From an optimization exercise on the open Yosys and OpenROAD flow, aimed at small area, a short achievable clock period and few clock cycles; shortcuts taken in it are not production practice. Only simulation tests tie the RTL to the original design; equivalence was not proved. The flow treats the clock pin as an ideal source, which a real chip does not have. Power and IR drop assume default switching activity.

==> flow/design.v <==
module Decoder (in, out);
input [2:0]in;
output [7:0] out;
wire [7:0] out;
assign out =
(in == 3'b000 ) ? 8'b0000_0001 :
(in == 3'b001 ) ? 8'b0000_0010 :
(in == 3'b010 ) ? 8'b0000_0100 :
(in == 3'b011 ) ? 8'b0000_1000 :
(in == 3'b100 ) ? 8'b0001_0000 :
(in == 3'b101 ) ? 8'b0010_0000 :
(in == 3'b110 ) ? 8'b0100_0000 :
(in == 3'b111 ) ? 8'b1000_0000 : 8'h00;
endmodule
module Mux16Bit(a,b,sel,out);
input [15:0] a,b;
input sel;
output [15:0]out;
assign out=(sel)?b:a;
endmodule
module Addition(input [15:0]Rs,
                 input [15:0]Rd,
                 input Enable,
                 output reg[2:0] Ccr,
                 output reg[15:0] Out
               );
always@ * begin
if( Enable==1'b1)
begin
 {Ccr[2],Out}=Rs+Rd;
Ccr[0] = (Out == 16'b0) ? 1'b1 : 1'b0 ;
Ccr[1] = (Out[15]== 1'b1) ? 1'b1 : 1'b0 ;
end
else begin
Out=16'b0;
Ccr=3'b0;
end
end
endmodule
module Ldm(input[15:0] ImmediateValue,input Enable,output reg[15:0] Out);
always@* begin
if(Enable == 1'b1) begin
Out = ImmediateValue;
end else begin
Out = 16'b0;
end
end
endmodule
module Not(input[15:0] Rs,input Enable,output reg[15:0] Out,output reg[2:0] Ccr);
always@* begin
Ccr[2] = 1'b0;
if(Enable == 1'b1) begin
Out = ~Rs;
if(Out == 16'b0) begin
Ccr[0] = 1'b1;
end else begin
Ccr[0] = 1'b0;
end
if(Out[15] == 1'b1) begin
Ccr[1] = 1'b1;
end else begin
Ccr[1] = 1'b0;
end
end else begin
Out = 16'b0;
Ccr = 3'b0;
end
end
endmodule
module Sw(input[15:0] ImmediateValue,input Enable,output reg[15:0] Out);
  always@*
  begin
    if(Enable == 1'b1)
    begin
      Out = ImmediateValue;
    end
    else
    begin
      Out = 16'b0;
    end
  end
endmodule
module ALU(input [15:0]Rs,
           input [15:0]Rd,
           input[2:0]AluOp,
            output[2:0] Ccr,
            output[15:0] Out
                 );
wire [7:0] DecOut;
wire [15:0] addOut, ldmOut, notOut, swOut;
wire [2:0] addCcr, notCcr;
 Decoder deco(AluOp,DecOut);
Addition addOp (Rs,Rd,DecOut[3], addCcr, addOut);
Ldm ldmOp (Rd ,DecOut[1], ldmOut);
 Not notOp ( Rd, DecOut[4], notOut, notCcr);
 Sw swOp( Rs,DecOut[2] ,swOut);
assign Out = addOut | ldmOut | notOut | swOut;
assign Ccr = addCcr | notCcr;
endmodule
module Execution(input [15:0]op1,
                 input [15:0]op2,
                 input[15:0]immediate,
                 input[2:0]AluOp,
                 input AluScr,
                 output[2:0] Ccr,
                 output[15:0]MemoryAddress,
                 output[15:0] Out
                 );
wire [15:0] Rd;
 Mux16Bit muxRd(op2,immediate,AluScr,Rd);
 ALU alu(op1,Rd,AluOp,Ccr, Out);
assign MemoryAddress=Rd;
endmodule
module controlUnit (
    input[4:0] opCode,
    output[4:0] aluOp,
    output RegWR, MemR, MemWR, aluSrc, ldm
  );
  assign aluSrc = ~opCode[4] & ~opCode[3] & ~opCode[2] & ~opCode[1] & opCode[0];
  assign MemR = 1'b0;
  assign ldm = aluSrc;
  assign aluOp = opCode;
  assign MemWR = ~opCode[4] & ~opCode[3] & ~opCode[2] & opCode[1] & ~opCode[0];
  assign RegWR = ~opCode[4] & ~opCode[3] & (opCode[2] & ~opCode[1] & ~opCode[0] | ~opCode[2] & opCode[0]);
endmodule
module RegFile_memo #(parameter N = 16) (write_enable, read_data1, read_data2, write_data, clk, rst, read_addr1, read_addr2, write_addr);
  input write_enable, clk, rst;
  input [N-1:0] write_data;
  output [N-1:0] read_data1;
  output [N-1:0] read_data2;
  input [2:0] read_addr1;
  input [2:0] read_addr2;
  input [2:0] write_addr;
  integer i;
  reg [N-1:0] arr_regs [7:0];
  always @(posedge clk, posedge rst)
  begin
    if(rst)
    begin
      for(i = 0; i < 8; i = i + 1)
        arr_regs[i] <= 0;
    end
    else if(write_enable)
      arr_regs[write_addr] <= write_data;
  end
  assign read_data1 = arr_regs[read_addr1];
  assign read_data2 = arr_regs[read_addr2];
endmodule
module ID #(parameter width = 16) (
    instruction, RW_sig_out, aluSrc_sig, MemWR_sig, MemR_sig, RW_Sig_in, Reg_data, aluOp_sig, op1, R_op2, I_op2, RW_Out_addr, RW_In_addr, clk, rst, ldm
  );
  input clk, rst;
  input [width - 1 : 0] instruction;
  wire [2 : 0] read_addr1, read_addr2;    
  output [15 : 0] op1, R_op2, I_op2;
  output [2 : 0] RW_Out_addr;   
  input [2 : 0] RW_In_addr;
  wire [4:0] opCode;
  output wire [4:0] aluOp_sig;
  output wire RW_sig_out, aluSrc_sig, MemWR_sig, MemR_sig;   
  input RW_Sig_in;
  input [15:0] Reg_data;
  output ldm;
  RegFile_memo
    RegFile_memo_dut (
      .write_enable ( RW_Sig_in ),
      .clk ( clk ),
      .rst ( rst ),
      .write_data (Reg_data ),
      .read_data1 (op1 ),
      .read_data2 (R_op2 ),
      .read_addr1 (read_addr1 ),
      .read_addr2 (read_addr2 ),
      .write_addr  ( RW_In_addr)
    );
  controlUnit
    controlUnit_dut (
      .opCode (opCode ),
      .aluOp (aluOp_sig ),
      .RegWR (RW_sig_out ),
      .MemR (MemR_sig ),
      .MemWR (MemWR_sig ),
      .aluSrc  ( aluSrc_sig),
      .ldm(ldm)
    );
  assign opCode = instruction  [width - 1 : width - 5];
  assign read_addr1 = instruction[width - 6 : width - 8];
  assign read_addr2 = instruction[width - 9 : width - 11];
  assign RW_Out_addr = instruction[width - 9 : width - 11];
  assign I_op2 = instruction[width - 1 : 0];
endmodule
module pcCircuit #(parameter addressWidth = 20) (
    clk, enable, rst, addR
  );
  input clk, enable, rst;
  output [addressWidth - 1 : 0] addR;   
  reg [addressWidth - 1 : 0] pc;
  always @(posedge clk, posedge rst)
  begin
    if(rst)
      pc <= 20'h20;
    else if (enable)
      pc <= pc + 1'b1;
  end
  assign addR = pc;
endmodule
module IF (
    clk, rst, enable, pc, imem_data, instruction
  );
  input clk, rst, enable;
  output [19:0] pc;
  input [15:0] imem_data;
  output [15:0] instruction;
  pcCircuit
    pcCircuit_dut (
      .clk (clk ),
      .enable (enable ),
      .rst ( rst ),
      .addR  ( pc )
    );
  assign instruction = imem_data;
endmodule
module WriteBack(input [15:0]Load,
                 input [15:0]Rd,
                 input Wb,
                 output wire[15:0] WriteData
               );
Mux16Bit mux(Rd,Load,Wb,WriteData);
endmodule
module Processor (
    clk, rst, start,
    imem_addr, imem_data,
    dmem_we, dmem_addr, dmem_wdata
  );
  input clk, rst, start;
  output [19:0] imem_addr;
  input  [15:0] imem_data;
  output        dmem_we;
  output [11:0] dmem_addr;
  output [15:0] dmem_wdata;
  reg        run;               
  reg [19:0] pcx;               
  wire [19:0] pc = pcx ^ 20'h20;
  reg        d_ldm, d_std, d_add, d_not;
  reg [2:0]  rt;                
  reg [7:0]  sel_s, sel_t;      
  reg        fa_add, fa_nadd;   
  reg        fb_add, fb_nadd;   
  reg [15:0] A, B;              
  reg        e_add, e_pass, e_not, e_std;
  reg        e_we;              
  reg        e_clr;             
  reg [2:0]  e_rt;
  reg [15:0] R [0:7];
  wire go = run | start;
  wire [19:0] pc_next;
  Inc20 pc_inc (.a(pc), .ci(go), .y(pc_next));
  wire d_wr = d_ldm | d_add | d_not;
  wire       n_val = go & ~d_ldm;
  wire [4:0] n_op  = imem_data[15:11];
  wire [2:0] n_rs  = imem_data[10:8];
  wire [2:0] n_rt  = imem_data[7:5];
  wire       n_ldm = n_op == 5'd1;
  wire       hit_s = rt == n_rs;    
  wire       hit_t = rt == n_rt;
  wire [15:0] sum;
  Adder16 add (.a(A), .b(B), .s(sum));
  wire [15:0] bn     = B ^ {16{e_not}};
  wire [15:0] bx     = bn & {16{e_pass}};
  wire [15:0] result;    
  LateOr16 res_or (.s(sum), .en(e_add), .e(bx), .y(result));
  reg  [15:0] rf_s, rf_t;
  integer k;
  always @(*)
  begin
    rf_s = 16'b0;
    rf_t = 16'b0;
    for (k = 0; k < 8; k = k + 1)
    begin
      rf_s = rf_s | (R[k] & {16{sel_s[k]}});
      rf_t = rf_t | (R[k] & {16{sel_t[k]}});
    end
  end
  wire [15:0] early_s = rf_s | (bn & {16{fa_nadd}});
  wire [15:0] early_t = rf_t | (bn & {16{fb_nadd}}) | (imem_data & {16{d_ldm}});
  wire [15:0] rd_s, rd_t;
  LateOr16 fwd_s (.s(sum), .en(fa_add), .e(early_s), .y(rd_s));
  LateOr16 fwd_t (.s(sum), .en(fb_add), .e(early_t), .y(rd_t));
  always @(posedge clk, posedge rst)
  begin
    if (rst)
    begin
      run    <= 1'b0;
      pcx    <= 20'h0;
      d_ldm  <= 1'b0;
      d_std  <= 1'b0;
      d_add  <= 1'b0;
      d_not  <= 1'b0;
      e_add  <= 1'b0;
      e_pass <= 1'b0;
      e_std  <= 1'b0;
      e_we   <= 1'b0;
      e_clr  <= 1'b1;
    end
    else
    begin
      run    <= go;
      pcx    <= pc_next ^ 20'h20;
      d_ldm  <= n_val & (n_op == 5'd1);
      d_std  <= n_val & (n_op == 5'd2);
      d_add  <= n_val & (n_op == 5'd3);
      d_not  <= n_val & (n_op == 5'd4);
      e_add  <= d_add;
      e_pass <= d_ldm | d_not;
      e_std  <= d_std;
      e_we   <= d_wr;
      e_clr  <= ~go;
    end
  end
  always @(posedge clk)
  begin
    rt      <= n_rt;
    e_rt    <= rt;
    sel_s   <= (8'b1 << n_rs) & {8{~(d_wr & hit_s)}};
    sel_t   <= (8'b1 << n_rt) & {8{~((d_wr & hit_t) | n_ldm)}};
    fa_add  <= d_add & hit_s;
    fa_nadd <= (d_ldm | d_not) & hit_s;
    fb_add  <= d_add & hit_t & ~n_ldm;
    fb_nadd <= (d_ldm | d_not) & hit_t & ~n_ldm;
    A       <= rd_s;
    B       <= rd_t;
    e_not   <= d_not;
  end
  genvar g;
  generate
    for (g = 0; g < 8; g = g + 1)
    begin : regs
      always @(posedge clk)
      begin
        if ((e_we && e_rt == g) || e_clr)
          R[g] <= result;
      end
    end
  endgenerate
  assign imem_addr  = pc;
  assign dmem_we    = e_std;
  assign dmem_addr  = B[11:0];
  assign dmem_wdata = A;
endmodule
module LateOr16 (s, en, e, y);
  input  [15:0] s, e;
  input         en;
  output [15:0] y;
  genvar i;
  generate
    for (i = 0; i < 16; i = i + 1)
    begin : b
      LateOr1 c (.s(s[i]), .en(en), .e(e[i]), .y(y[i]));
    end
  endgenerate
endmodule
module LateOr1 (s, en, e, y);
  input s, en, e;
  output y;
  assign y = (s & en) | e;
endmodule
module Adder16 (a, b, s);
  input  [15:0] a, b;
  output [15:0] s;
  wire [15:0] h;                         
  wire [15:0] gn0, pn0;                  
  wire [15:0] g1, p1;                    
  wire [15:0] gn2, pn2;                  
  wire [15:0] g3, p3;                    
  wire [15:0] gn4;                       
  genvar i;
  generate
    for (i = 0; i < 16; i = i + 1)
    begin : bt
      AddXor  hx (.a(a[i]), .b(b[i]), .y(h[i]));
      AddNand gg (.a(a[i]), .b(b[i]), .y(gn0[i]));
      AddNor  pp (.a(a[i]), .b(b[i]), .y(pn0[i]));
      if (i >= 1) begin : l1
        AddOai21 g (.a1(pn0[i]), .a2(gn0[i-1]), .b1(gn0[i]), .y(g1[i]));
        AddNor   p (.a(pn0[i]), .b(pn0[i-1]), .y(p1[i]));
      end else begin : l1
        AddInv   g (.a(gn0[i]), .y(g1[i]));
        AddInv   p (.a(pn0[i]), .y(p1[i]));
      end
      if (i >= 2) begin : l2
        AddAoi21 g (.a1(p1[i]), .a2(g1[i-2]), .b1(g1[i]), .y(gn2[i]));
        AddNand  p (.a(p1[i]), .b(p1[i-2]), .y(pn2[i]));
      end else begin : l2
        AddInv   g (.a(g1[i]), .y(gn2[i]));
        AddInv   p (.a(p1[i]), .y(pn2[i]));
      end
      if (i >= 4) begin : l3
        AddOai21 g (.a1(pn2[i]), .a2(gn2[i-4]), .b1(gn2[i]), .y(g3[i]));
        AddNor   p (.a(pn2[i]), .b(pn2[i-4]), .y(p3[i]));
      end else begin : l3
        AddInv   g (.a(gn2[i]), .y(g3[i]));
        assign p3[i] = 1'b0;
      end
      if (i >= 8) begin : l4
        AddAoi21 g (.a1(p3[i]), .a2(g3[i-8]), .b1(g3[i]), .y(gn4[i]));
      end else begin : l4
        AddInv   g (.a(g3[i]), .y(gn4[i]));
      end
      if (i >= 1) begin : sm
        AddXnor x (.a(h[i]), .b(gn4[i-1]), .y(s[i]));
      end else begin : sm
        assign s[i] = h[i];
      end
    end
  endgenerate
endmodule
module AddXor (a, b, y);
  input a, b;
  output y;
  assign y = a ^ b;
endmodule
module AddXnor (a, b, y);
  input a, b;
  output y;
  assign y = ~(a ^ b);
endmodule
module AddNand (a, b, y);
  input a, b;
  output y;
  assign y = ~(a & b);
endmodule
module AddNor (a, b, y);
  input a, b;
  output y;
  assign y = ~(a | b);
endmodule
module AddInv (a, y);
  input a;
  output y;
  assign y = ~a;
endmodule
module AddOai21 (a1, a2, b1, y);
  input a1, a2, b1;
  output y;
  assign y = ~((a1 | a2) & b1);
endmodule
module AddAoi21 (a1, a2, b1, y);
  input a1, a2, b1;
  output y;
  assign y = ~((a1 & a2) | b1);
endmodule
module Inc20 (a, ci, y);
  input  [19:0] a;
  input         ci;
  output [19:0] y;
  wire [3:0] ones;     
  wire [4:0] cg;       
  wire [19:0] c;       
  genvar k, j;
  generate
    for (k = 0; k < 4; k = k + 1)
    begin : grp
      IncAnd4 o (.a(a[4*k]), .b(a[4*k+1]), .c(a[4*k+2]), .d(a[4*k+3]), .y(ones[k]));
    end
  endgenerate
  assign cg[0] = ci;
  IncAnd2 cg1 (.a(ci), .b(ones[0]), .y(cg[1]));
  IncAnd3 cg2 (.a(ci), .b(ones[0]), .c(ones[1]), .y(cg[2]));
  IncAnd4 cg3 (.a(ci), .b(ones[0]), .c(ones[1]), .d(ones[2]), .y(cg[3]));
  IncAnd5 cg4 (.a(ci), .b(ones[0]), .c(ones[1]), .d(ones[2]), .e(ones[3]), .y(cg[4]));
  generate
    for (k = 0; k < 5; k = k + 1)
    begin : bits
      assign c[4*k] = cg[k];
      IncAnd2 c1 (.a(cg[k]), .b(a[4*k]), .y(c[4*k+1]));
      IncAnd3 c2 (.a(cg[k]), .b(a[4*k]), .c(a[4*k+1]), .y(c[4*k+2]));
      IncAnd4 c3 (.a(cg[k]), .b(a[4*k]), .c(a[4*k+1]), .d(a[4*k+2]), .y(c[4*k+3]));
      for (j = 0; j < 4; j = j + 1)
      begin : x
        AddXor s (.a(a[4*k+j]), .b(c[4*k+j]), .y(y[4*k+j]));
      end
    end
  endgenerate
endmodule
module IncAnd2 (a, b, y);
  input a, b;
  output y;
  assign y = a & b;
endmodule
module IncAnd3 (a, b, c, y);
  input a, b, c;
  output y;
  assign y = a & b & c;
endmodule
module IncAnd4 (a, b, c, d, y);
  input a, b, c, d;
  output y;
  assign y = a & b & c & d;
endmodule
module IncAnd5 (a, b, c, d, e, y);
  input a, b, c, d, e;
  output y;
  assign y = a & b & c & d & e;
endmodule
==> flow/flow/run.sh <==
#!/bin/bash
# The standard layout (standard.sh) with two changes:
#  - the input and output ports are buffered by a plain buffer
#    (sky130_fd_sc_hd__buf_2) instead of the cell the resizer picks by
#    itself (a delay cell);
#  - after CTS, the level of clock buffers between the root buffer and the
#    leaf buffers is removed (flatten_tree.tcl), so that the root buffer
#    drives the leaf buffers directly: a shorter clock tree, the same for
#    every register.
# Each tool's full output stays in orfs/logs/; make's output goes to
# flow_make_*.log and the tree edit's to flow_tree.log.
set -euo pipefail
export BUFFER_PORTS_ARGS="-buffer_cell sky130_fd_sc_hd__buf_2"
bash standard.sh cts > flow_make_1.log 2>&1
export CTS_ODB=orfs/results/${FLOW_PLATFORM}/Processor/base/4_cts.odb
openroad -no_init -exit flow/flatten_tree.tcl > flow_tree.log 2>&1
bash standard.sh finish > flow_make_2.log 2>&1
==> flow/flow/flatten_tree.tcl <==
# Drive the leaf clock buffers straight from the root clock buffer: each
# buffer between them is removed and its loads are moved to the root's net.
read_db $::env(CTS_ODB)
set block [ord::get_db_block]
set root [$block findInst clkbuf_0_clk]
if {$root eq "NULL"} {
  puts "no root clock buffer clkbuf_0_clk; tree left as it is"
} else {
  set rootnet [[$root findITerm X] getNet]
  set mids {}
  foreach it [$rootnet getITerms] {
    set inst [$it getInst]
    if {$inst eq $root} { continue }
    set master [[$inst getMaster] getName]
    if {[string match sky130_fd_sc_hd__clkbuf_* $master] && [string match clkbuf_* [$inst getName]]} {
      lappend mids $inst
    }
  }
  foreach mid $mids {
    set midnet [[$mid findITerm X] getNet]
    set loads {}
    foreach it [$midnet getITerms] {
      if {[$it getInst] ne $mid} { lappend loads $it }
    }
    foreach it $loads {
      $it disconnect
      $it connect $rootnet
    }
    [$mid findITerm A] disconnect
    [$mid findITerm X] disconnect
    puts "removed [$mid getName]: [llength $loads] loads moved to [$rootnet getName]"
    odb::dbInst_destroy $mid
    odb::dbNet_destroy $midnet
  }
  write_db $::env(CTS_ODB)
}
==> flow/standard.sh <==
#!/bin/bash
# synth_recipe.tcl (not shown) runs the flow's synth.tcl, then flattens the netlist and writes it again
# the make line also repeats each setting of config.mk as NAME=value (left out here)
make -C /OpenROAD-flow-scripts/flow DESIGN_CONFIG=/design/flow/config.mk WORK_HOME=/design/flow/orfs CLKGATE_MAP_FILE= SYNTH_SCRIPT=/design/flow/synth_recipe.tcl "${@:-finish}"
==> flow/config.mk <==
export PLATFORM = sky130hd
export DESIGN_NAME = Processor
export DESIGN_NICKNAME = Processor
export VERILOG_FILES = /design/flow/design.v
export SDC_FILE = /design/flow/constraint.sdc
export NUM_CORES = 4
export LEC_CHECK = 0
export CAP_MARGIN = 20
export CORE_MARGIN = 2
export CORE_UTILIZATION = 50
export CTS_CLUSTER_DIAMETER = 100
export CTS_CLUSTER_SIZE = 30
export PLACE_DENSITY = 0.65
export SETUP_SLACK_MARGIN = 2.3
export SLEW_MARGIN = 20
export SYNTH_HIERARCHICAL = 1
export SYNTH_MINIMUM_KEEP_SIZE = 0
==> flow/constraint.sdc <==
create_clock -name core_clock -period 4.0 [get_ports {clk}]
set_input_delay 0.8000 -clock core_clock [delete_from_list [all_inputs] [get_ports {clk}]]
set_output_delay 0.8000 -clock core_clock [all_outputs]
set_load 0.01 [all_outputs]
==> notes.md, run 1 <==
status - finished clean
Routed wire per std cell - 26.0 µm
CP max-delay cell - dfxtp_4
Layout area overhead - 17.6%
mapped cell area - 9990 µm²
largest net degree at the start of global routing - 32
Via Count - 7636
number of max-cap violations - 0
Port Buf Inserts - 67
die area - 21100 µm²
Hold Vio Cnt, Final - 0
I/O pin count - 68
initial antenna violation count - 0
Largest stage delay, worst path - 0.39 ns
CP arrival - 1.99 ns
area of the multi-input gates - 4170 µm²
chip height - 145 µm
Final GP Congestion - 0.846
worst skew pair latency - 0.41 ns
residual overflow from global routing - 0
vias in the first global route - 7688
worst-path fanout max - 8
unique cell type count in the Yosys netlist - 42
Worst-path clk slew - 0.11 ns
peak ir drop on the vdd network - 0.000351 V
placed inst area - 10200 µm²
remaining antenna violation count after routing - 0
class of the worst hold path - flop to flop
launch point of the critical path - B[4]
hold path startpoint - d_std
Setup TNS Final - 0 ns
Post-Syn Area per Cell - 11.9 µm²
Synth Net Count - 861
pwr dens - 414 nW/µm²
first-pass GRT wire length - 45.1 mm
Slew Viols, Final - 0
CTS buffer count - 11
Seq/Total Area, Yosys - 57.8%
nets - 921
synthesis-stage register bit count - 217
Rel. slew slack - 26.6%
most common cell after layout, fill and taps aside - edfxtp_1
share of layout cells above drive strength 1 - 32.8%
Site Rows - 51
Initial Util - 51.2%
Synth top area share - 38.5%
final instance area - 11700 µm²
FILL cells - 1557
Die X - 145 µm
Via density - 6.52
RSZ-0062 raised after global routing - yes
synthesized instance count - 842
Detailed Route WL - 30.5 mm
TritonCTS Sinks - 217
Synth area leader - edfxtp_1
final worst path period need - 1.88 ns
CP cell instances - nor2_4, o21ai_4, a21oi_2, o21ai_2, a21oi_4, xnor2_2, a21o_2
H-Tree Depth - 1
YS warnings - 8
Finish-stage setup viols - 0
DP Wirelength - 17.3 mm
Crit. End Element - flop
Max Buffers Root-to-Sink - 3
CTS tree - done
Clock Skew - 0.0332 ns
Worst Max-Slew Pin Slew - 1.10 ns
Register Area - 5900 µm²
Synth area leaders - edfxtp_1 (38%), dfxtp_1 (12%), dfrtp_1 (7.3%), a22oi_1 (6.0%), xor2_1 (5.1%)
Finished Layout Cells - 1171
CTS Hold Buffers Added - 0
Detailed Routing Iterations Pass 1 - 7
required time of the critical path - 4.11 ns
# DRC - 0
initial DRC count - 987
P_leak - 4.79 nW
final period utilization - 46.9%
Root Driver - clkbuf_16
FMAX - 0.533 GHz
Total GRT Usage - 28.2%
core area - 19500 µm²
commonest cells after routing, fill and taps aside - edfxtp_1 (128), a22oi_1 (80), nand2_1 (57), xor2_1 (55), buf_4 (54)
post-layout total power - 4.86 mW
Cells after DPL - 1097
Antenna diodes - 0
crit path kind - flop to flop
reg2reg start - B[4]
crit start category - flop
[worst max-delay path: cells and delay by family, from the launching register on]
kind	cells	cell delay [ns]
AOI/OAI and AO/OA	5	0.89
DFF	1	0.39
and+or+nand+nor	1	0.22
xor gates and xnor gates	1	0.10
[cell families after synthesis]
| kind of cell | after synthesis | synth area share, % |
|---|---|---|
| AOI/OAI and AO/OA | 229 | 17.8 |
| DFF | 217 | 57.8 |
| xor gates and xnor gates | 73 | 6.40 |
| buffers and inverters | 100 | 5.30 |
| and+or+nand+nor | 223 | 12.7 |
[timing repair]
item	CTS	global route
buffers inserted	37	22
gates resized for setup	172	36
pin swaps	24	21
setup endpoints to repair	337	207
[where the power goes]
group          internal [mW]  switching [mW]  leakage (nW)
sequential              2.46           0.170          2.09
combinational          0.528           0.582          2.57
clock                  0.444           0.673         0.128
total                   3.43            1.42          4.79
[through the flow]
step	setup slack [ns]	hold WS [ns]	utilization, %
floorplan	2.25	0.331	-
global placement	1.85	0.345	52.5
detailed placement	1.85	0.336	52.5
CTS	2.14	0.376	58.8
global route	2.04	0.380	60.1
finish	2.12	0.375	60.1
[modules after synthesis (local to each module, per instance), a selection]
module / copies in the design / area, µm² / flops+latches
Processor: 1 / 8420 / 217
AddOai21: 25 / 5.00 / 0
AddInv: 15 / 3.75 / 0
AddXor: 36 / 8.76 / 0
AddNand: 26 / 3.75 / 0
IncAnd4: 10 / 8.76 / 0
IncAnd2: 6 / 6.26 / 0
AddXnor: 15 / 8.76 / 0
LateOr1: 48 / 7.51 / 0
Adder16: 1 / 7.51 / 0
IncAnd3: 6 / 6.26 / 0
IncAnd5: 1 / 12.5 / 0
[routing by layer]
| layer | up-vias | part of all wire (%) | track usage, % |
|---|---|---|---|
| met2 | 554 | 46 | 45.1 |
| met4 | 0 | 3.1 | 10.5 |
| met5 | - | 0 | 0 |
| li1 | 3267 | - | - |
| met3 | 86 | 12 | 6.93 |
| met1 | 3729 | 38 | 37.6 |
[cell type report]
type,instances,area share [%]
clock inverters,1,0.256
repair buffers,126,8.41
inverters,23,0.735
flip-flops and latches,217,50.2
multi-input cells,525,35.5
well taps,265,2.82
clock buffers,14,2.08
[cell usage after synthesis, drive strengths merged]
cell type,n
dfrtp,29
nand2,62
xor2,58
nor4b,9
a21o,49
and4,10
nor4bb,2
nor3b,4
dfxtp,59
a22o,16
and2,22
a21oi,20
a41o,3
nand3,17
nor2b,1
xnor2,15
nand2b,2
dfstp,1
o21ai,25
inv,23
buf,48
nor3,4
nand4,16
clkbuf,29
or3,3
a221oi,16
nor2,40
or4b,1
a222oi,16
edfxtp,128
and3,22
a31o,4
a22oi,80
nor4,8
[sequential cells by signal (all words and copies together), names as in the netlist, 3 cells and up]
signal  flops
R         128
pcx        20
A          16
B          16
sel_s       8
sel_t       8
e_rt        3
rt          3
[final timing paths]
check | end | slack (ns) | cells after the start
max reg2reg | R[6][15] | 2.12 | 7
min in group asynchronous | pcx[0] | 0.47 | 2
max in group asynchronous | d_ldm | 3.07 | 2
min | e_std | 0.38 | 0
min reg2reg | e_std | 0.38 | 0
max | R[6][15] | 2.12 | 7
Testbench counts, summed over its fixed seeds: cycles 9,893.
==> inputs of run 2 (changes only) <==
--- a/flow/config.mk
+++ b/flow/config.mk
@@ -11,7 +11,7 @@
 export CTS_CLUSTER_DIAMETER = 100
 export CTS_CLUSTER_SIZE = 30
 export PLACE_DENSITY = 0.65
-export SETUP_SLACK_MARGIN = 2.3
+export SETUP_SLACK_MARGIN = 2.4
 export SLEW_MARGIN = 20
 export SYNTH_HIERARCHICAL = 1
 export SYNTH_MINIMUM_KEEP_SIZE = 0
==> notes.md, run 2 <==
ys flop type - edfxtp_1
nets - 920 (-0.11%)
crit start category - flop
first-pass GRT wire length - 45.8 mm (+1.7%)
Port Buf Inserts - 67 (unchanged)
number of max-cap violations - 0 (unchanged)
mux cell area share after synthesis - 0% (unchanged)
Hold Vio Cnt, Final - 0 (unchanged)
most frequent cell after synthesis - edfxtp_1
max reg flops - 128 (unchanged)
peak ir drop on the vdd network - 0.000291 V (-17%)
Final WS setup - 2.12 ns (-0.00594 ns)
class of the worst hold path - flop to flop
Post-Syn Area per Cell - 11.9 µm² (unchanged)
Final GP Congestion - 0.869 (+2.8%)
most common cell after layout, fill and taps aside - edfxtp_1
die area - 21100 µm² (unchanged)
Die X - 145 µm (unchanged)
Rel. slew slack - 30.5% (+4.0 points)
Detailed Routing Iterations Pass 1 - 6 (-1)
vias in the first global route - 7819 (+1.7%)
Synth Area in Compound Gates - 17.8% (unchanged)
launch point of the critical path - A[3]
Worst Reg-to-Reg Cells - 7 (unchanged)
Antenna diodes - 0 (unchanged)
Net Switching - 1.45 mW (+2.1%)
CTS tree - done
Clock Skew - 0.0310 ns (-0.00225 ns)
Setup TNS Final - 0 ns (unchanged)
top cells by count, synth - edfxtp_1 (128), a22oi_1 (80), nand2_1 (62)
CTS buffer count - 11 (unchanged)
Post-synth EDFFs - 128 (unchanged)
Total GRT Usage - 28.8% (+0.60 points)
I/O pin count - 68 (unchanged)
final worst path period need - 1.88 ns (+0.00594 ns)
initial antenna violation count - 0 (unchanged)
chip height - 145 µm (unchanged)
Switching Share - 29.7% (+0.34 points)
crit path kind - flop to flop
P_leak - 4.82 nW (+0.76%)
largest family of logic cells by synthesized area - compound AO/OA/AOI/OAI gates
Crit. End Element - flop
Root Driver - clkbuf_16
Top reg by flops - R
Seq/Total Area, Yosys - 57.8% (unchanged)
YS warnings - 8 (unchanged)
pre-CTS setup slack - 1.91 ns (+0.0639 ns)
reg2reg setup slack - 2.12 ns (about the same)
core area - 19500 µm² (unchanged)
Worst-path clk slew - 0.11 ns (about the same)
CP arrival - 2.03 ns (+0.04 ns)
Synth Area in XOR/XNOR - 6.40% (unchanged)
number of cells on the worst hold path - 0 (unchanged)
internal power - 3.45 mW (+0.41%)
required time of the critical path - 4.15 ns (+0.04 ns)
synthesized instance count - 842 (unchanged)
reg2reg end - R[7][11]
reg2reg start - A[3]
pwr dens - 410 nW/µm² (-0.81%)
Max Buffers Root-to-Sink - 3 (unchanged)
FMAX - 0.531 GHz (-0.32%)
Synth area leader - edfxtp_1
TritonCTS Sinks - 217 (unchanged)
largest net degree at the start of global routing - 32 (unchanged)
Initial Util - 51.2% (unchanged)
hold-critical path endpoint - e_std
status - finished clean
Comb pwr share - 23.2% (+0.4 points)
Synth top area share - 38.5% (unchanged)
# DRC - 0 (unchanged)
Routed wire per std cell - 26.3 µm (+1.2%)
Synth area leaders - edfxtp_1 (38%), dfxtp_1 (12%), dfrtp_1 (7.3%), a22oi_1 (6.0%), xor2_1 (5.1%)
Finish-stage setup viols - 0 (unchanged)
Simple-Gate Fraction of Synth Area - 12.7% (unchanged)
remaining antenna violation count after routing - 0 (unchanged)
hold path startpoint - d_std
Sequential Power Share - 53.9% (-0.3 points)
unique cell type count in the Yosys netlist - 42 (unchanged)
Synth Net Count - 861 (unchanged)
Synth Area in Adders - 0% (unchanged)
RSZ-0062 raised after global routing - yes
share of flip-flops with an asynchronous set or reset - 13.8% (unchanged)
mapped cell area - 9990 µm² (unchanged)
worst-path fanout max - 8 (unchanged)
final period utilization - 47.0% (+0.15 points)
Layout area overhead - 19.6%
Slew Viols, Final - 0 (unchanged)
Site Rows - 51 (unchanged)
commonest cells after routing, fill and taps aside - edfxtp_1 (128), a22oi_1 (80), xor2_1 (56), nand2_1 (52), buf_4 (51)
Via Count - 7657 (+0.28%)
worst skew pair latency - 0.41 ns (about the same)
Top Registers - R (128), pcx (20)
share of layout cells above drive strength 1 - 35.9% (+3.1 points)
synthesis-stage register bit count - 217 (unchanged)
H-Tree Depth - 1 (unchanged)
residual overflow from global routing - 0 (unchanged)
initial DRC count - 1141 (+16%)
Detailed Route WL - 30.8 mm (+1.1%)
Via density - 6.54 (+0.36%)
Worst Max-Slew Pin Slew - 1.04 ns (-0.0596 ns)
Clock power frac - 22.9% (about the same)
DP Wirelength - 17.7 mm (+2.0%)
[run 2: power groups by stage]
stage | registers, mW | logic (mW) | clock network (mW)
floorplan | 2.59 | 0.605 | 0
global placement | 2.67 | 0.714 | 0
detailed placement | 2.67 | 0.724 | 0
CTS | 2.63 | 1.01 | 1.24
global route | 2.65 | 1.22 | 1.21
finish | 2.64 | 1.14 | 1.12
[run 2: how the worst max path moves through the flow]
stage | endpoint | cells after the start
final | R[7][11] | 7
after global routing | R[7][11] | 7
after CTS | imem_addr[1] | 1
after detailed placement | R[4][5] | 7
after global placement | R[4][5] | 3
after floorplan | sel_t[3] | 3
[run 2: per-layer routing]
layer	vias to the layer above	routed length, µm	GRT usage [%]
li1	3265	-	-
met1	3729	12000	38.7
met2	556	14100	45.2
met3	107	3470	6.74
met4	0	1190	12.3
met5	-	0	0
[run 2: metrics by stage]
step / utilization [%] / instances / cell area, µm² / total power, mW / hold slack [ns]
5_1_grt: 61.2 / 1170 / 11900 / 5.08 / 0.391
3_5_place_dp: 53.0 / 1097 / 10400 / 3.40 / 0.341
2_1_floorplan: - / 842 / 10100 / 3.20 / 0.331
4_1_cts: 59.5 / 1151 / 11600 / 4.88 / 0.376
6_report: 61.2 / 1170 / 11900 / 4.90 / 0.375
3_3_place_gp: 53.0 / 1097 / 10400 / 3.38 / 0.344
[run 2: final cells by class]
cell class                 count  area (µm²)
fill                        1520        7580
sequential                   217        5920
multi-input combinational    525        4350
timing repair buffer         125         985
tap                          265         332
clock buffer                  14         244
inverter                      23        86.3
clock inverter                 1        30.0
[run 2: logic make-up after synthesis]
| logic type | Yosys count |
|---|---|
| compound gates | 229 |
| xor+xnor | 73 |
| simple gates | 223 |
| buf+inv | 100 |
| flops | 217 |
[run 2: per-module statistics from Yosys, one instance, submodules excluded, a selection]
module	area, µm²	flops+latches
AddNand	3.75	0
IncAnd2	6.26	0
AddAoi21	8.76	0
IncAnd3	6.26	0
Processor	8420	217
LateOr1	7.51	0
AddInv	3.75	0
[run 2: worst max-delay path, cell delays in order, from the launching register on]
cell	delay, ns
dfxtp_4	0.41
nand2_2	0.12
o21ai_4	0.25
a21oi_4	0.11
o21ai_2	0.22
a21oi_4	0.06
xnor2_2	0.17
a21o_2	0.29
[run 2: repair_timing]
action	4_1_cts	5_1_grt
gates resized for setup	171	50
hold buffers	0	0
pin swaps	29	36
endpoints found under the hold margin	0	0
setup buffers	37	21
cloned	0	0
setup endpoints to repair	338	289
==> inputs of run 3 (changes only) <==
--- a/flow/config.mk
+++ b/flow/config.mk
@@ -11,7 +11,7 @@
 export CTS_CLUSTER_DIAMETER = 100
 export CTS_CLUSTER_SIZE = 30
 export PLACE_DENSITY = 0.65
-export SETUP_SLACK_MARGIN = 2.4
+export SETUP_SLACK_MARGIN = 1.9
 export SLEW_MARGIN = 20
 export SYNTH_HIERARCHICAL = 1
 export SYNTH_MINIMUM_KEEP_SIZE = 0
==> notes.md, run 3 <==
status - finished clean
share of flip-flops with an asynchronous set or reset - 13.8% (unchanged)
Post-synth EDFFs - 128 (unchanged)
Detailed Routing Iterations Pass 1 - 7 (+1)
Root Driver - clkbuf_16
Post-Syn Area per Cell - 11.9 µm² (unchanged)
area of the multi-input gates - 3770 µm² (-13%)
initial antenna violation count - 1 (+1)
Routed wire per std cell - 25.5 µm (-2.9%)
post-layout total power - 4.48 mW (-8.5%)
remaining antenna violation count after routing - 0 (unchanged)
Detailed Route WL - 28.4 mm (-7.6%)
residual overflow from global routing - 0 (unchanged)
reg2reg end - R[3][8]
Synth area leader - edfxtp_1
max reg flops - 128 (unchanged)
Setup TNS Final - 0 ns (unchanged)
Site Rows - 51 (unchanged)
CTS Hold Buffers Added - 0 (unchanged)
share of layout cells above drive strength 1 - 17.2% (-19 points)
CP arrival - 2.14 ns (+0.11 ns)
Hold Vio Cnt, Final - 0 (unchanged)
final design utilization - 54.2% (-7.0 points)
Worst-path clk slew - 0.11 ns (about the same)
Synth Net Count - 861 (unchanged)
Layout area overhead - 5.97%
# DRC - 0 (unchanged)
DP Wirelength - 17.6 mm (-0.52%)
Top Registers - R (128), pcx (20)
synthesized instance count - 842 (unchanged)
TritonCTS Sinks - 217 (unchanged)
FILL cells - 1696 (+12%)
core area - 19500 µm² (unchanged)
first-pass GRT wire length - 42.5 mm (-7.2%)
initial DRC count - 1062 (-6.9%)
reg2reg setup slack - 1.99 ns (-0.13 ns)
Slew Viols, Final - 0 (unchanged)
CTS buffer count - 11 (unchanged)
Total GRT Usage - 26.7% (-2.1 points)
final worst path period need - 2.01 ns (+0.129 ns)
Worst Reg-to-Reg Cells - 7 (unchanged)
peak ir drop on the vdd network - 0.000257 V (-12%)
Clock Skew - 0.0313 ns (+0.000316 ns)
Initial Util - 51.2% (unchanged)
number of max-cap violations - 0 (unchanged)
vias in the first global route - 7187 (-8.1%)
Via Count - 7247 (-5.4%)
reg2reg start - B[2]
crit path kind - flop to flop
Largest stage delay, worst path - 0.46 ns (+0.05 ns)
pwr dens - 424 nW/µm² (+3.3%)
YS warnings - 8 (unchanged)
H-Tree Depth - 1 (unchanged)
worst skew pair latency - 0.41 ns (about the same)
most common cell after layout, fill and taps aside - edfxtp_1
crit start category - flop
Final GP Congestion - 0.849 (-2.3%)
synthesis-stage register bit count - 217 (unchanged)
Register Area - 5790 µm² (-2.1%)
CP bufs+invs - 1 (+1)
CP cell instances - nand2_1, o21ai_1, a21oi_2, o21ai_1, inv_1, xnor2_4, a21o_1
RSZ-0062 raised after global routing - no
CTS tree - done
worst-path fanout max - 8 (unchanged)
delay-heaviest family, CP - compound AO/OA/AOI/OAI gates
final period utilization - 50.3% (+3.2 points)
required time of the critical path - 4.13 ns (-0.02 ns)
I/O pin count - 68 (unchanged)
CP max-delay cell - dfxtp_1
most frequent cell after synthesis - edfxtp_1
most frequent cell on the critical path - o21ai_1
largest net degree at the start of global routing - 32 (unchanged)
Synth area leaders - edfxtp_1 (38%), dfxtp_1 (12%), dfrtp_1 (7.3%), a22oi_1 (6.0%), xor2_1 (5.1%)
hold path startpoint - d_std
critical path depth - 7 (unchanged)
Finish-stage setup viols - 0 (unchanged)
chip height - 145 µm (unchanged)
Crit. End Element - flop
Seq/Total Area, Yosys - 57.8% (unchanged)
Die X - 145 µm (unchanged)
unique cell type count in the Yosys netlist - 42 (unchanged)
FMAX - 0.498 GHz (-6.4%)
Worst Max-Slew Pin Slew - 1.16 ns (+0.117 ns)
Port Buf Inserts - 67 (unchanged)
ys flop type - edfxtp_1
Synth top area share - 38.5% (unchanged)
die area - 21100 µm² (unchanged)
Rel. slew slack - 22.8% (-7.7 points)
nets - 863 (-6.2%)
mapped cell area - 9990 µm² (unchanged)
commonest cells after routing, fill and taps aside - edfxtp_1 (128), a22oi_1 (80), buf_2 (67), nand2_1 (62), xor2_1 (58)
hold-critical path endpoint - e_std
Via density - 6.51 (-0.51%)
class of the worst hold path - flop to flop
top cells by count, synth - edfxtp_1 (128), a22oi_1 (80), nand2_1 (62)
P_leak - 4.32 nW (-10%)
Max Buffers Root-to-Sink - 3 (unchanged)
Antenna diodes - 0 (unchanged)
Top reg by flops - R
number of cells on the worst hold path - 0 (unchanged)
==> run 3: layout make-up <==
| class | count | area share (%) |
|---|---|---|
| clock buffer | 13 | 2.27 |
| clock inverter | 2 | 0.236 |
| inverter | 23 | 0.816 |
| multi-input combinational | 525 | 35.6 |
| sequential | 217 | 54.7 |
| tap | 265 | 3.13 |
| timing repair buffer | 68 | 3.24 |
==> run 3: metal layers <==
layer / GRT usage, % / up-vias / part of all wire (%)
met4: 10.5 / 0 / 4.1
met5: 0 / - / 0
met1: 35.1 / 3494 / 39
met3: 6.18 / 104 / 12
li1: - / 3141 / -
met2: 43.2 / 508 / 46
==> run 3: kinds of logic (layout without fill, tap and decap cells) <==
group,Yosys count,count (layout),synth area share (%)
buffers and inverters,100,106,5.30
flip-flops,217,217,57.8
AND/OR/NAND/NOR,223,223,12.7
XOR/XNOR,73,73,6.40
AO/OA/AOI/OAI,229,229,17.8
==> run 3: repair_timing <==
item / CTS / global route
pin swaps: 0 / 1
setup buffers: 0 / 0
gates resized for setup: 5 / 26
endpoints found under the setup margin: 48 / 106
gates cloned: 0 / 0
==> run 3: power by group <==
part | internal (mW) | switching (mW)
sequential | 2.46 | 0.172
clock | 0.441 | 0.676
combinational | 0.301 | 0.438
==> run 3: stage by stage <==
step	setup slack, ns	instance area (µm²)	std cells	hold WS, ns
2_1_floorplan	2.14	9990	842	0.331
3_3_place_gp	1.90	10200	1098	0.345
3_5_place_dp	1.85	10200	1098	0.354
4_1_cts	1.91	10600	1115	0.380
5_1_grt	1.90	10600	1113	0.389
6_report	1.99	10600	1113	0.377
==> run 3: how the worst max path moves through the flow <==
stage | from | slack (ns) | endpoint
after floorplan | start | 2.14 | pcx[15]
after global placement | start | 1.90 | pcx[5]
after detailed placement | start | 1.85 | pcx[15]
after CTS | B[8] | 1.91 | R[7][12]
after global routing | A[4] | 1.90 | R[3][7]
final | B[2] | 1.99 | R[3][8]
==> run 3: modules after synthesis, one instance, submodules excluded, a selection <==
module | cell area, µm² | times used | flops+latches
Processor | 8420 | 1 | 217
AddXor | 8.76 | 36 | 0
IncAnd4 | 8.76 | 10 | 0
AddAoi21 | 8.76 | 20 | 0
IncAnd3 | 6.26 | 6 | 0
AddNand | 3.75 | 26 | 0
==> inputs of run 4 (changes only) <==
--- a/flow/config.mk
+++ b/flow/config.mk
@@ -11,7 +11,7 @@
 export CTS_CLUSTER_DIAMETER = 100
 export CTS_CLUSTER_SIZE = 30
 export PLACE_DENSITY = 0.65
-export SETUP_SLACK_MARGIN = 1.9
+export SETUP_SLACK_MARGIN = 2.0
 export SLEW_MARGIN = 20
 export SYNTH_HIERARCHICAL = 1
 export SYNTH_MINIMUM_KEEP_SIZE = 0
==> notes.md, run 4 <==
status - finished clean
most frequent cell after synthesis - edfxtp_1
RSZ-0062 raised after global routing - yes
synthesized instance count - 842 (unchanged)
Seq/Total Area, Yosys - 57.8% (unchanged)
Via density - 6.53 (+0.25%)
Largest stage delay, worst path - 0.40 ns (-0.06 ns)
initial DRC count - 931 (-12%)
Synth area leaders - edfxtp_1 (38%), dfxtp_1 (12%), dfrtp_1 (7.3%), a22oi_1 (6.0%), xor2_1 (5.1%)
chip height - 145 µm (unchanged)
Crit. End Element - flop
P_leak - 4.34 nW (+0.44%)
CTS buffer count - 11 (unchanged)
pwr dens - 423 nW/µm² (-0.21%)
Synth top area share - 38.5% (unchanged)
Post-synth EDFFs - 128 (unchanged)
CP max-delay cell - dfxtp_1
Routed wire per std cell - 25.6 µm (+0.33%)
CP arrival - 2.07 ns (-0.07 ns)
share of flip-flops with an asynchronous set or reset - 13.8% (unchanged)
H-Tree Depth - 1 (unchanged)
Antenna diodes - 0 (unchanged)
reg2reg end - R[4][15]
Worst Reg-to-Reg Cells - 7 (unchanged)
Worst-path clk slew - 0.12 ns (about the same)
Synth area leader - edfxtp_1
first-pass GRT wire length - 42.5 mm (unchanged)
worst-path fanout max - 8 (unchanged)
number of max-cap violations - 0 (unchanged)
largest net degree at the start of global routing - 32 (unchanged)
Post-Syn Area per Cell - 11.9 µm² (unchanged)
DP Wirelength - 17.6 mm (unchanged)
remaining antenna violation count after routing - 0 (unchanged)
Port Buf Inserts - 67 (unchanged)
synthesis-stage register bit count - 217 (unchanged)
Site Rows - 51 (unchanged)
ys flop type - edfxtp_1
Worst Max-Slew Pin Slew - 1.12 ns (-0.0332 ns)
max reg flops - 128 (unchanged)
final design utilization - 54.6% (+0.35 points)
residual overflow from global routing - 0 (unchanged)
mapped cell area - 9990 µm² (unchanged)
vias in the first global route - 7187 (unchanged)
Total GRT Usage - 26.7% (about the same)
Top Registers - R (128), pcx (20)
crit path kind - flop to flop
Finish-stage setup viols - 0 (unchanged)
unique cell type count in the Yosys netlist - 42 (unchanged)
Top reg by flops - R
launch point of the critical path - B[12]
Rel. slew slack - 25.0% (+2.2 points)
I/O pin count - 68 (unchanged)
crit start category - flop
commonest cells after routing, fill and taps aside - edfxtp_1 (128), a22oi_1 (80), buf_2 (67), nand2_1 (61), xor2_1 (58)
Via Count - 7265 (+0.25%)
Critical Path End - R[4][15]
final period utilization - 49.1% (-1.2 points)
Initial Util - 51.2% (unchanged)
reg2reg start - B[12]
share of layout cells above drive strength 1 - 19.6% (+2.4 points)
class of the worst hold path - flop to flop
CP cell instances - nor2_1, o21ai_1, a21oi_2, o21ai_1, a21oi_2, xnor2_2, a21o_1
Root Driver - clkbuf_16
Detailed Routing Iterations Pass 1 - 5 (-2)
required time of the critical path - 4.11 ns (-0.02 ns)
TritonCTS Sinks - 217 (unchanged)
Setup TNS Final - 0 ns (unchanged)
initial antenna violation count - 1 (unchanged)
core area - 19500 µm² (unchanged)
Detailed Route WL - 28.5 mm (+0.33%)
nets - 863 (unchanged)
Die X - 145 µm (unchanged)
FMAX - 0.510 GHz (+2.4%)
Synth Net Count - 861 (unchanged)
worst skew pair latency - 0.40 ns (about the same)
top cells by count, synth - edfxtp_1 (128), a22oi_1 (80), nand2_1 (62)
# DRC - 0 (unchanged)
YS warnings - 8 (unchanged)
final worst path period need - 1.96 ns (-0.0475 ns)
FILL cells - 1688 (-0.47%)
CTS Hold Buffers Added - 0 (unchanged)
Hold Vio Cnt, Final - 0 (unchanged)
reg2reg setup slack - 2.04 ns (+0.05 ns)
CTS tree - done
Max Buffers Root-to-Sink - 3 (unchanged)
peak ir drop on the vdd network - 0.000257 V (about the same)
Clock Skew - 0.0284 ns (-0.00282 ns)
Slew Viols, Final - 0 (unchanged)
Final GP Congestion - 0.849 (unchanged)
die area - 21100 µm² (unchanged)
most common cell after layout, fill and taps aside - edfxtp_1
Layout area overhead - 6.65%
-- run 4: cell families after synthesis --
kind of cell | synth area share, %
AO/OA/AOI/OAI | 17.8
flip-flops | 57.8
XOR/XNOR | 6.40
AND/OR/NAND/NOR | 12.7
buffers and inverters | 5.30
-- run 4: worst min path at each step --
| stage | cells past startpoint | slack [ns] | startpoint | to |
|---|---|---|---|---|
| 2_1_floorplan | 0 | 0.33 | d_std | e_std |
| 3_3_place_gp | 0 | 0.34 | d_std | e_std |
| 3_5_place_dp | 0 | 0.35 | d_std | e_std |
| 4_1_cts | 0 | 0.38 | d_std | e_std |
| 5_1_grt | 0 | 0.39 | d_std | e_std |
| 6_report | 0 | 0.38 | d_std | e_std |
-- run 4: timing repair --
action | 4_1_cts | 5_1_grt
gates resized for setup | 14 | 40
buffers inserted | 0 | 0
endpoints found under the setup margin | 134 | 104
pin swaps | 2 | 2
endpoints found under the hold margin | 0 | 0
-- run 4: critical path, delay by kind of cell, from the launching register on --
family / cells / cell delay (ns)
simple gates: 1 / 0.21
compound gates: 5 / 0.92
flops: 1 / 0.40
xor+xnor: 1 / 0.13
-- run 4: per-layer routing --
layer	routed length (µm)	global-route usage, %
met1	11100	35.1
met5	0	0
met2	13200	43.2
met3	3130	6.18
met4	1090	10.5
-- run 4: area by class of cell --
type | instances | area [µm²] | share of cell area [%]
Clock inverter | 2 | 25.0 | 0.235
Multi-Input combinational cell | 525 | 3830 | 35.9
Sequential cell | 217 | 5800 | 54.4
Clock buffer | 13 | 240 | 2.25
Timing Repair Buffer | 68 | 343 | 3.22
Tap cell | 265 | 332 | 3.11
Inverter | 23 | 86.3 | 0.810
-- run 4: report_power, final --
part           leakage [nW]  internal, mW  switching [mW]  total (mW)
clock network         0.129         0.441           0.673        1.11
logic                  2.14         0.311           0.443       0.755
registers              2.07          2.46           0.176        2.63
-- run 4: metrics by stage --
stage / power, mW / std cells / worst slack (ns) / hold WS, ns / area [µm²]
after floorplan: 3.17 / 842 / 2.14 / 0.331 / 9990
after global placement: 3.34 / 1098 / 1.90 / 0.345 / 10200
after detailed placement: 3.36 / 1098 / 1.85 / 0.354 / 10200
after CTS: 4.58 / 1115 / 2.01 / 0.380 / 10600
after global routing: 4.69 / 1113 / 1.96 / 0.389 / 10700
final: 4.50 / 1113 / 2.04 / 0.376 / 10700
-- run 4: modules after synthesis (local to each module, per instance), excerpt --
module	copies in the design	area (µm²)	cells inside	flops+latches
AddAoi21	20	8.76	1	0
AddInv	15	3.75	1	0
AddNand	26	3.75	1	0
AddNor	34	3.75	1	0
AddOai21	25	5.00	1	0
AddXor	36	8.76	1	0
Adder16	1	7.51	1	0
IncAnd2	6	6.26	1	0
IncAnd3	6	6.26	1	0
IncAnd4	10	8.76	1	0
IncAnd5	1	12.5	3	0
LateOr1	48	7.51	1	0
Processor	1	8420	597	217
==> inputs of run 5 (changes only) <==
--- a/flow/config.mk
+++ b/flow/config.mk
@@ -11,7 +11,8 @@
 export CTS_CLUSTER_DIAMETER = 100
 export CTS_CLUSTER_SIZE = 30
 export PLACE_DENSITY = 0.65
-export SETUP_SLACK_MARGIN = 2.0
+export SETUP_SLACK_MARGIN = 2.2
 export SLEW_MARGIN = 20
 export SYNTH_HIERARCHICAL = 1
 export SYNTH_MINIMUM_KEEP_SIZE = 0
+export TNS_END_PERCENT = 20
==> notes.md, run 5 <==
Site Rows - 51 (unchanged)
most common cell after layout, fill and taps aside - edfxtp_1
launch point of the critical path - e_clr
final period utilization - 47.9% (-1.2 points)
synthesis-stage register bit count - 217 (unchanged)
Post-synth EDFFs - 128 (unchanged)
RSZ-0062 raised after global routing - yes
delay-heaviest family, CP - compound AO/OA/AOI/OAI gates
Rel. slew slack - 20.6% (-4.4 points)
CTS buffer count - 11 (unchanged)
Worst Max-Slew Pin Slew - 1.19 ns (+0.0659 ns)
ys flop type - edfxtp_1
required time of the critical path - 4.02 ns (-0.09 ns)
nets - 868 (+0.58%)
core area - 19500 µm² (unchanged)
commonest cells after routing, fill and taps aside - edfxtp_1 (128), a22oi_1 (80), buf_2 (67), nand2_1 (61), xor2_1 (58)
Die X - 145 µm (unchanged)
CTS Hold Buffers Added - 0 (unchanged)
Clock Skew - 0.0320 ns (+0.00356 ns)
Root Driver - clkbuf_16
reg2reg start - e_clr
FMAX - 0.522 GHz (+2.4%)
CP arrival - 1.94 ns (-0.13 ns)
status - finished clean
Finish-stage setup viols - 0 (unchanged)
peak ir drop on the vdd network - 0.000265 V (+3.3%)
Antenna diodes - 0 (unchanged)
top cells by count, synth - edfxtp_1 (128), a22oi_1 (80), nand2_1 (62)
YS warnings - 8 (unchanged)
Top reg by flops - R
chip height - 145 µm (unchanged)
Detailed Route WL - 28.8 mm (+1.1%)
pre-CTS setup slack - 1.91 ns (+0.0638 ns)
class of the worst hold path - flop to flop
Worst Reg-to-Reg Cells - 1 (-6)
unique cell type count in the Yosys netlist - 42 (unchanged)
share of layout cells above drive strength 1 - 24.4% (+4.8 points)
final worst path period need - 1.92 ns (-0.0467 ns)
Synth top area share - 38.5% (unchanged)
initial antenna violation count - 0 (-1)
P_leak - 4.40 nW (+1.4%)
reg2reg setup slack - 2.08 ns (+0.05 ns)
H-Tree Depth - 1 (unchanged)
I/O pin count - 68 (unchanged)
die area - 21100 µm² (unchanged)
WHS - 0.389 ns (+0.0128 ns)
worst-path fanout max - 16 (+8)
Seq/Total Area, Yosys - 57.8% (unchanged)
Slew Viols, Final - 0 (unchanged)
hold-critical path endpoint - e_std
Finished Layout Cells - 1118 (+0.45%)
residual overflow from global routing - 0 (unchanged)
most frequent cell after synthesis - edfxtp_1
Synth Net Count - 861 (unchanged)
reg2reg end - R[6][13]
Synth area leaders - edfxtp_1 (38%), dfxtp_1 (12%), dfrtp_1 (7.3%), a22oi_1 (6.0%), xor2_1 (5.1%)
hold path startpoint - d_std
crit start category - flop
# DRC - 0 (unchanged)
Synth area leader - edfxtp_1
first-pass GRT wire length - 43.0 mm (+1.2%)
worst skew pair latency - 0.41 ns (about the same)
synthesized instance count - 842 (unchanged)
Total GRT Usage - 26.9% (+0.21 points)
CP bufs+invs - 0 (unchanged)
Port Buf Inserts - 67 (unchanged)
CTS tree - done
crit path kind - flop to flop
Layout area overhead - 8.89%
Hold Vio Cnt, Final - 0 (unchanged)
initial DRC count - 1069 (+15%)
Final GP Congestion - 0.826 (-2.7%)
Detailed Routing Iterations Pass 1 - 6 (+1)
share of flip-flops with an asynchronous set or reset - 13.8% (unchanged)
Cells after DPL - 1098 (unchanged)
Routed wire per std cell - 25.8 µm (+0.60%)
Max Buffers Root-to-Sink - 3 (unchanged)
vias in the first global route - 7297 (+1.5%)
Crit. End Element - flop
number of cells on the worst hold path - 0 (unchanged)
Largest stage delay, worst path - 0.92 ns (+0.52 ns)
final design utilization - 55.7% (+1.1 points)
CP max-delay cell - a41o_1
TritonCTS Sinks - 217 (unchanged)
pwr dens - 422 nW/µm² (-0.23%)
CP cell instances - a41o_1
Initial Util - 51.2% (unchanged)
Via Count - 7389 (+1.7%)
Top Registers - R (128), pcx (20)
Post-Syn Area per Cell - 11.9 µm² (unchanged)
largest net degree at the start of global routing - 32 (unchanged)
Final WS setup - 2.08 ns (+0.0467 ns)
Worst-path clk slew - 0.11 ns (about the same)
remaining antenna violation count after routing - 0 (unchanged)
number of max-cap violations - 0 (unchanged)
Setup TNS Final - 0 ns (unchanged)
max reg flops - 128 (unchanged)
Via density - 6.61 (+1.3%)
DP Wirelength - 17.3 mm (-1.4%)
mapped cell area - 9990 µm² (unchanged)
[run 5: report_power, final]
group	internal (mW)	total (mW)	switching [mW]
registers	2.46	2.64	0.179
clock network	0.444	1.12	0.677
logic	0.344	0.827	0.482
total	3.25	4.59	1.34
[run 5: through the flow]
step | area (µm²) | power [mW]
2_1_floorplan | 9990 | 3.17
6_report | 10900 | 4.59
5_1_grt | 10900 | 4.77
4_1_cts | 10800 | 4.65
3_5_place_dp | 10200 | 3.36
3_3_place_gp | 10200 | 3.34
[run 5: cells by family after synthesis]
logic type / after synthesis / share of synthesized area (%)
simple gates: 223 / 12.7
flops: 217 / 57.8
xor+xnor: 73 / 6.40
buf+inv: 100 / 5.30
compound gates: 229 / 17.8
[run 5: how the worst max path moves through the flow]
stage / end / slack (ns) / depth (start not counted)
detailed placement: pcx[5] / 1.91 / 7
global placement: pcx[15] / 1.97 / 6
floorplan: sel_s[6] / 2.23 / 4
CTS: R[7][14] / 2.07 / 7
finish: R[6][13] / 2.08 / 1
global route: R[0][6] / 2.05 / 2
[run 5: layout make-up]
cell class | count | area [µm²]
Fill cell | 1615 | 8650
Sequential cell | 217 | 5850
Multi-Input combinational cell | 525 | 3960
Timing Repair Buffer | 73 | 380
Tap cell | 265 | 332
Clock buffer | 14 | 244
Inverter | 23 | 86.3
Clock inverter | 1 | 30.0
[run 5: repair_timing]
action                                  in CTS  in global routing
resized for setup                           73                 40
endpoints found under the setup margin     239                219
pin swaps                                    7                 18
buffers inserted                             3                  2
[run 5: metal layers]
layer,global-route usage [%],vias to the layer above,wire length (µm)
met5,0,-,0
met4,10.6,0,983
met3,5.99,92,3420
met2,41.8,535,13000
met1,37.1,3608,11400
li1,-,3154,-
[run 5: modules after synthesis (local to each module, per instance), excerpt]
module | copies in the design | cells inside | area (µm²) | flip-flops and latches
AddInv | 15 | 1 | 3.75 | 0
AddXnor | 15 | 1 | 8.76 | 0
IncAnd4 | 10 | 1 | 8.76 | 0
Adder16 | 1 | 1 | 7.51 | 0
IncAnd2 | 6 | 1 | 6.26 | 0
AddNor | 34 | 1 | 3.75 | 0
IncAnd3 | 6 | 1 | 6.26 | 0
AddAoi21 | 20 | 1 | 8.76 | 0
LateOr1 | 48 | 1 | 7.51 | 0
AddOai21 | 25 | 1 | 5.00 | 0
Processor | 1 | 597 | 8420 | 217
IncAnd5 | 1 | 3 | 12.5 | 0
AddNand | 26 | 1 | 3.75 | 0
AddXor | 36 | 1 | 8.76 | 0
==> inputs of run 6 (changes only) <==
--- a/flow/config.mk
+++ b/flow/config.mk
@@ -15,4 +15,4 @@
 export SLEW_MARGIN = 20
 export SYNTH_HIERARCHICAL = 1
 export SYNTH_MINIMUM_KEEP_SIZE = 0
-export TNS_END_PERCENT = 20
+export TNS_END_PERCENT = 0
==> notes.md, run 6 <==
status - finished clean
RSZ-0062 raised after global routing - yes
commonest cells after routing, fill and taps aside - edfxtp_1 (128), a22oi_1 (80), buf_2 (67), nand2_1 (62), xor2_1 (58)
final instance area - 10700 µm² (-1.3%)
Site Rows - 51 (unchanged)
Worst Max-Slew Pin Slew - 1.17 ns (-0.0246 ns)
final worst path period need - 1.91 ns (-0.00922 ns)
Finish-stage setup viols - 0 (unchanged)
Slew Viols, Final - 0 (unchanged)
Detailed Route WL - 28.5 mm (-1.2%)
Synth top area share - 38.5% (unchanged)
Hold Vio Cnt, Final - 0 (unchanged)
die area - 21100 µm² (unchanged)
# DRC - 0 (unchanged)
Largest stage delay, worst path - 0.37 ns (-0.55 ns)
CTS buffer count - 11 (unchanged)
Via Count - 7213 (-2.4%)
core area - 19500 µm² (unchanged)
Setup TNS Final - 0 ns (unchanged)
synthesis-stage register bit count - 217 (unchanged)
required time of the critical path - 4.15 ns (+0.13 ns)
Detailed Routing Iterations Pass 1 - 7 (+1)
Via density - 6.47 (-2.1%)
Seq/Total Area, Yosys - 57.8% (unchanged)
mapped cell area - 9990 µm² (unchanged)
placed inst area - 10200 µm² (unchanged)
Synth area leader - edfxtp_1
H-Tree Depth - 1 (unchanged)
Synth Net Count - 861 (unchanged)
pwr dens - 423 nW/µm² (+0.28%)
Synth area leaders - edfxtp_1 (38%), dfxtp_1 (12%), dfrtp_1 (7.3%), a22oi_1 (6.0%), xor2_1 (5.1%)
FILL cells - 1628 (+0.80%)
unique cell type count in the Yosys netlist - 42 (unchanged)
Initial Util - 51.2% (unchanged)
Crit. End Element - flop
DP Wirelength - 17.3 mm (unchanged)
most frequent cell after synthesis - edfxtp_1
vias in the first global route - 7170 (-1.7%)
FMAX - 0.524 GHz (+0.48%)
Worst-path clk slew - 0.12 ns (about the same)
Rel. slew slack - 22.3% (+1.6 points)
ys flop type - edfxtp_1
largest net degree at the start of global routing - 32 (unchanged)
class of the worst hold path - flop to flop
chip height - 145 µm (unchanged)
Post-Syn Area per Cell - 11.9 µm² (unchanged)
Max Buffers Root-to-Sink - 3 (unchanged)
CTS tree - done
CP cell instances - nor2_1, nor2_1, a21oi_2, o21ai_1, a21oi_2, xnor2_2, a21o_2
P_leak - 4.37 nW (-0.69%)
initial DRC count - 1064 (-0.47%)
I/O pin count - 68 (unchanged)
worst skew pair latency - 0.40 ns (about the same)
remaining antenna violation count after routing - 0 (unchanged)
post-layout total power - 4.54 mW (-0.98%)
Port Buf Inserts - 67 (unchanged)
final period utilization - 47.7% (-0.23 points)
Layout area overhead - 7.52%
Post-synth EDFFs - 128 (unchanged)
crit start category - flop
Root Driver - clkbuf_16
CP arrival - 2.06 ns (+0.12 ns)
number of max-cap violations - 0 (unchanged)
Die X - 145 µm (unchanged)
Total GRT Usage - 26.6% (-0.32 points)
area of the multi-input gates - 3880 µm² (-2.0%)
worst-path fanout max - 8 (-8)
peak ir drop on the vdd network - 0.000264 V (-0.51%)
Top Registers - R (128), pcx (20)
CP max-delay cell - dfxtp_2
share of layout cells above drive strength 1 - 21.8% (-2.6 points)
most common cell after layout, fill and taps aside - edfxtp_1
Routed wire per std cell - 25.6 µm (-0.91%)
residual overflow from global routing - 0 (unchanged)
initial antenna violation count - 0 (unchanged)
TritonCTS Sinks - 217 (unchanged)
synthesized instance count - 842 (unchanged)
share of flip-flops with an asynchronous set or reset - 13.8% (unchanged)
YS warnings - 8 (unchanged)
Clock Skew - 0.0300 ns (-0.00202 ns)
Final GP Congestion - 0.826 (unchanged)
nets - 865 (-0.35%)
WHS - 0.389 ns (-0.000221 ns)
crit path kind - flop to flop
first-pass GRT wire length - 42.5 mm (-1.2%)
Antenna diodes - 0 (unchanged)
max reg flops - 128 (unchanged)
Register Area - 5810 µm² (-0.60%)
Top reg by flops - R
top cells by count, synth - edfxtp_1 (128), a22oi_1 (80), nand2_1 (62)
-- run 6: cell counts after synthesis --
Identical to the previous run, type by type.
-- run 6: final cells by class --
class	count	share of cell area, %
Inverter	23	0.804
Clock buffer	14	2.27
Clock inverter	1	0.280
Tap cell	265	3.09
Timing Repair Buffer	70	3.33
Sequential cell	217	54.1
Multi-Input combinational cell	525	36.1
-- run 6: through the flow --
step | util, % | worst slack, ns | instances
after floorplan | - | 2.23 | 842
after global placement | 52.4 | 1.97 | 1098
after detailed placement | 52.4 | 1.91 | 1098
after CTS | 54.1 | 1.94 | 1115
after global routing | 55.0 | 2.03 | 1115
final | 55.0 | 2.09 | 1115
-- run 6: what timing repair did --
item / in CTS / in global routing
setup buffers: 0 / 2
endpoints found under the hold margin: 0 / 0
gates cloned: 0 / 0
pin swaps: 0 / 8
gates resized for setup: 3 / 71
hold buffers: 0 / 0
setup endpoints to repair: 239 / 265
-- run 6: where the power goes --
group          switching [mW]  leakage, nW  total [mW]  internal, mW
registers               0.175         2.07        2.64          2.46
clock network           0.674        0.128        1.12         0.444
logic                   0.462         2.17       0.789         0.327
-- run 6: path summary, 6_finish.rpt --
| kind | slack, ns | from | depth (start not counted) | endpoint |
|---|---|---|---|---|
| worst min-delay path | 0.39 | d_std | 0 | e_std |
| worst min register to register | 0.39 | d_std | 0 | e_std |
| worst max-delay path | 2.09 | B[9] | 7 | R[2][10] |
| max in group asynchronous | 3.10 | rst | 2 | d_ldm |
| worst max register to register | 2.09 | B[9] | 7 | R[2][10] |
| min in group asynchronous | 0.46 | rst | 2 | pcx[7] |
-- run 6: layer usage --
layer	wire length, µm	GRT usage, %	vias up
met4	958	10.1	0
met5	0	0	-
met2	12800	41.1	500
li1	-	-	3141
met1	11400	36.9	3493
met3	3320	5.92	79
-- run 6: kinds of logic (layout without fill, tap and decap cells) --
logic type,Yosys count,in the layout,share of synthesized area (%)
AO/OA/AOI/OAI,229,229,17.8
AND/OR/NAND/NOR,223,223,12.7
flip-flops,217,217,57.8
buffers and inverters,100,108,5.30
XOR/XNOR,73,73,6.40
-- run 6: Yosys stat by module (local to each module, per instance), a selection --
| module | cell area [µm²] | copies in the design | flip-flops and latches | cells inside |
|---|---|---|---|---|
| AddXnor | 8.76 | 15 | 0 | 1 |
| AddNor | 3.75 | 34 | 0 | 1 |
| AddInv | 3.75 | 15 | 0 | 1 |
| IncAnd3 | 6.26 | 6 | 0 | 1 |
| Adder16 | 7.51 | 1 | 0 | 1 |
| IncAnd2 | 6.26 | 6 | 0 | 1 |
| AddXor | 8.76 | 36 | 0 | 1 |
| AddOai21 | 5.00 | 25 | 0 | 1 |
| Processor | 8420 | 1 | 217 | 597 |
| IncAnd5 | 12.5 | 1 | 0 | 3 |
| AddAoi21 | 8.76 | 20 | 0 | 1 |
| IncAnd4 | 8.76 | 10 | 0 | 1 |
-- run 6: worst max-delay path: cells and delay by family, from the launching register on --
family           cells  cell delay, ns
AO/OA/AOI/OAI        4            0.79
AND/OR/NAND/NOR      2            0.35
flip-flops           1            0.37
XOR/XNOR             1            0.13

[static timing again, ports no longer ideal]
The results above use ideal ports. As a check the final layouts listed here were re-extracted and re-timed, cells and wires unchanged. Step 1 sets driving cells, clkbuf_16 on the clock port and buf_2 on the other inputs (assumed; they add their load-dependent delay and slew). Step 2 times the ports against the registers' clock, not the clock port: input delays grow and output delays shrink by t, the midpoint of the rising clock arrivals with the driver on. Three values: ideal ports, drivers, drivers and shift; two values: the first two.
run | t (ns) | slack for setup (ns) | worst register clock-pin slew, ns
run 1 | 0.432 | 2.124 / 2.124 / 2.020 | 0.12 / 0.12
run 2 | 0.439 | 2.119 / 2.097 / 2.055 | 0.12 / 0.12
run 3 | 0.430 | 1.990 / 1.990 / 1.844 | 0.12 / 0.12
run 4 | 0.426 | 2.037 / 2.037 / 1.843 | 0.12 / 0.12
run 5 | 0.431 | 2.084 / 2.084 / 1.925 | 0.12 / 0.12
run 6 | 0.429 | 2.093 / 2.093 / 1.928 | 0.12 / 0.12
After both steps setup and hold are still met in every run listed. The setup slack of run 4, which loses most, moves by 0.000 ns with the drivers and by -0.194 ns with both steps.
